This is an optimization exercise on Yosys and OpenROAD, whose aim is small area, a short achievable clock period and few clock cycles per item, not a production implementation.
Only simulation tests tie the RTL to the original design; equivalence was not proved.
Power figures rest on the tool's default switching activity, not on a simulated workload.

## scr_search
module scr_search(clk,rst,start,R_fixed,angle1,adder,error,X,Y,done);
input clk; input rst; input start; input [13:0] R_fixed; input [13:0] angle1; input [3:0] adder; input [4:0] error;
output [3:0] X; output [3:0] Y; output reg done;
wire [6:0] trH = R_fixed[13:7];
wire [2:0] trhH = trH[6:4];
wire trhh_1 = trhH[2:0] >= 3'd1;
wire trhh_2 = trhH[2:0] >= 3'd2;
wire [3:0] trhL = trH[3:0];
wire [1:0] trhlH = trhL[3:2];
wire trhlh_1 = trhlH[1:0] >= 2'd1;
wire trhlh_2 = trhlH[1:0] >= 2'd2;
wire trhlh_3 = trhlH[1:0] >= 2'd3;
wire [1:0] trhlL = trhL[1:0];
wire trhll_1 = trhlL[1:0] >= 2'd1;
wire trhll_2 = trhlL[1:0] >= 2'd2;
wire trhll_3 = trhlL[1:0] >= 2'd3;
wire trhl_1 = trhlh_1 | (1'b1 & trhll_1);
wire trhl_2 = trhlh_1 | (1'b1 & trhll_2);
wire trhl_3 = trhlh_1 | (1'b1 & trhll_3);
wire trhl_4 = trhlh_1;
wire trhl_5 = trhlh_2 | (trhlh_1 & trhll_1);
wire trhl_6 = trhlh_2 | (trhlh_1 & trhll_2);
wire trhl_7 = trhlh_2 | (trhlh_1 & trhll_3);
wire trhl_8 = trhlh_2;
wire trhl_9 = trhlh_3 | (trhlh_2 & trhll_1);
wire trhl_10 = trhlh_3 | (trhlh_2 & trhll_2);
wire trhl_11 = trhlh_3 | (trhlh_2 & trhll_3);
wire trhl_12 = trhlh_3;
wire trhl_13 = 1'b0 | (trhlh_3 & trhll_1);
wire trhl_14 = 1'b0 | (trhlh_3 & trhll_2);
wire trhl_15 = 1'b0 | (trhlh_3 & trhll_3);
wire trh_1 = trhh_1 | (1'b1 & trhl_1);
wire trh_2 = trhh_1 | (1'b1 & trhl_2);
wire trh_3 = trhh_1 | (1'b1 & trhl_3);
wire trh_4 = trhh_1 | (1'b1 & trhl_4);
wire trh_5 = trhh_1 | (1'b1 & trhl_5);
wire trh_6 = trhh_1 | (1'b1 & trhl_6);
wire trh_7 = trhh_1 | (1'b1 & trhl_7);
wire trh_8 = trhh_1 | (1'b1 & trhl_8);
wire trh_9 = trhh_1 | (1'b1 & trhl_9);
wire trh_10 = trhh_1 | (1'b1 & trhl_10);
wire trh_11 = trhh_1 | (1'b1 & trhl_11);
wire trh_12 = trhh_1 | (1'b1 & trhl_12);
wire trh_13 = trhh_1 | (1'b1 & trhl_13);
  ...
Size: ~2000 cells after synthesis, about 49 I/O pins.
clock: 12.0 ns
lec_check: 0
cap_margin: 20
core_margin: 2
core_utilization: 15
cts_buf_list: sky130_fd_sc_hd__clkbuf_4 sky130_fd_sc_hd__clkbuf_8
cts_cluster_diameter: 150
cts_cluster_size: 30
place_density: 0.3
setup_slack_margin: 5
slew_margin: 20
standard.sh (not shown) runs the stock make flow with config.mk's settings and CLKGATE_MAP_FILE= SYNTH_SCRIPT=/design/flow/synth_recipe.tcl, a recipe that flattens the netlist after the stock synthesis.
==> flow/flow/run.sh <==
#!/bin/bash
set -euo pipefail
export BUFFER_PORTS_ARGS="-buffer_cell sky130_fd_sc_hd__buf_2"
sed 's/SETUP_SLACK_MARGIN=[0-9.]*/SETUP_SLACK_MARGIN=5.5/' standard.sh > standard_m.sh
grep -q 'SETUP_SLACK_MARGIN=5.5' standard_m.sh
bash standard_m.sh > standard_flow.log 2>&1
Testbench counts at the start, summed over its fixed seeds: cycles 384, queries 384.
Then changed:
==> flow/flow/run.sh (replaced) <==
#!/bin/bash
set -euo pipefail
export BUFFER_PORTS_ARGS="-buffer_cell sky130_fd_sc_hd__buf_2"
sed 's/SETUP_SLACK_MARGIN=[0-9.]*/SETUP_SLACK_MARGIN=6/' standard.sh > standard_m.sh
grep -q 'SETUP_SLACK_MARGIN=6' standard_m.sh
bash standard_m.sh > standard_flow.log 2>&1
CTS_BUF_LIST = default   (was sky130_fd_sc_hd__clkbuf_4 sky130_fd_sc_hd__clkbuf_8)
CTS_CLUSTER_DIAMETER = default   (was 150)
CTS_CLUSTER_SIZE = default   (was 30)
=>
- total power rises by roughly a tenth
- sequential power is about the same
- non-clock buffer count rises by 72
- cell area is higher by roughly a tenth
Then changed:
==> flow/flow/run.sh (replaced) <==
#!/bin/bash
set -euo pipefail
export BUFFER_PORTS_ARGS="-buffer_cell sky130_fd_sc_hd__buf_2"
sed 's/SETUP_SLACK_MARGIN=[0-9.]*/SETUP_SLACK_MARGIN=5.5/' standard.sh > standard_m.sh
grep -q 'SETUP_SLACK_MARGIN=5.5' standard_m.sh
bash standard_m.sh > standard_flow.log 2>&1
CORE_UTILIZATION = 25   (was 15)
PLACE_DENSITY = 0.45   (was 0.3)
Effect:
- The new run completed without violations
- utilization came out higher by 9.2 points
- count of clock-buffer cells in the layout grows by 4
- worst setup slack loses 390 ps
- non-clock buffer count went down by 69
- clock power is higher by 8.6%
- routed wire length is lower by 8.9%
- synthesized cell count does not change
- sequential share of layout area came out higher by 1.3 points
Then changed:
CORE_UTILIZATION = 15   (was 25)
PLACE_DENSITY = 0.3   (was 0.45)
What happened: Global-route usage shrinks by 12 points; synthesized cell count stays the same; sequential share of layout area decreases by 0.44 points; total power went down by 2.0%; cell count increases by 18%.

re-timing with driven ports:
The flow's constraints put no driver on any port. The routed layouts listed below were extracted and timed again, unchanged, in two steps. Step 1 sets driving cells, clkbuf_16 on the clock port and buf_2 on the other inputs (assumed; they add their load-dependent delay and slew). Step 2 also shifts input and output timing later by t, the mid clock arrival at the registers, as if the neighbouring blocks saw the same clock. Slacks: ideal ports / drivers / drivers and shift; pairs: ideal ports / drivers.
| run | t (ns) | setup slack, ns | hold slack, ns | slew at the worst register clock pin (ns) | worst slew at a driven data input, ns |
|---|---|---|---|---|---|
| the first run | 0.443 | 5.388 / 5.413 / 4.971 | 0.490 / 0.490 / 0.490 | 0.08 / 0.08 | 0.07 |
| the second run | 0.412 | 5.797 / 5.758 / 5.415 | 0.487 / 0.487 / 0.487 | 0.06 / 0.06 | 0.07 |
| the third run | 0.396 | 5.410 / 5.437 / 5.041 | 0.473 / 0.473 / 0.473 | 0.06 / 0.06 | 0.05 |
| the fourth run | 0.408 | 5.455 / 5.485 / 5.077 | 0.487 / 0.487 / 0.487 | 0.06 / 0.06 | 0.07 |
After both steps every run listed still meets setup and hold. The setup slack of the first run, which loses most, moves by +0.025 ns with the drivers and by -0.417 ns with both steps.
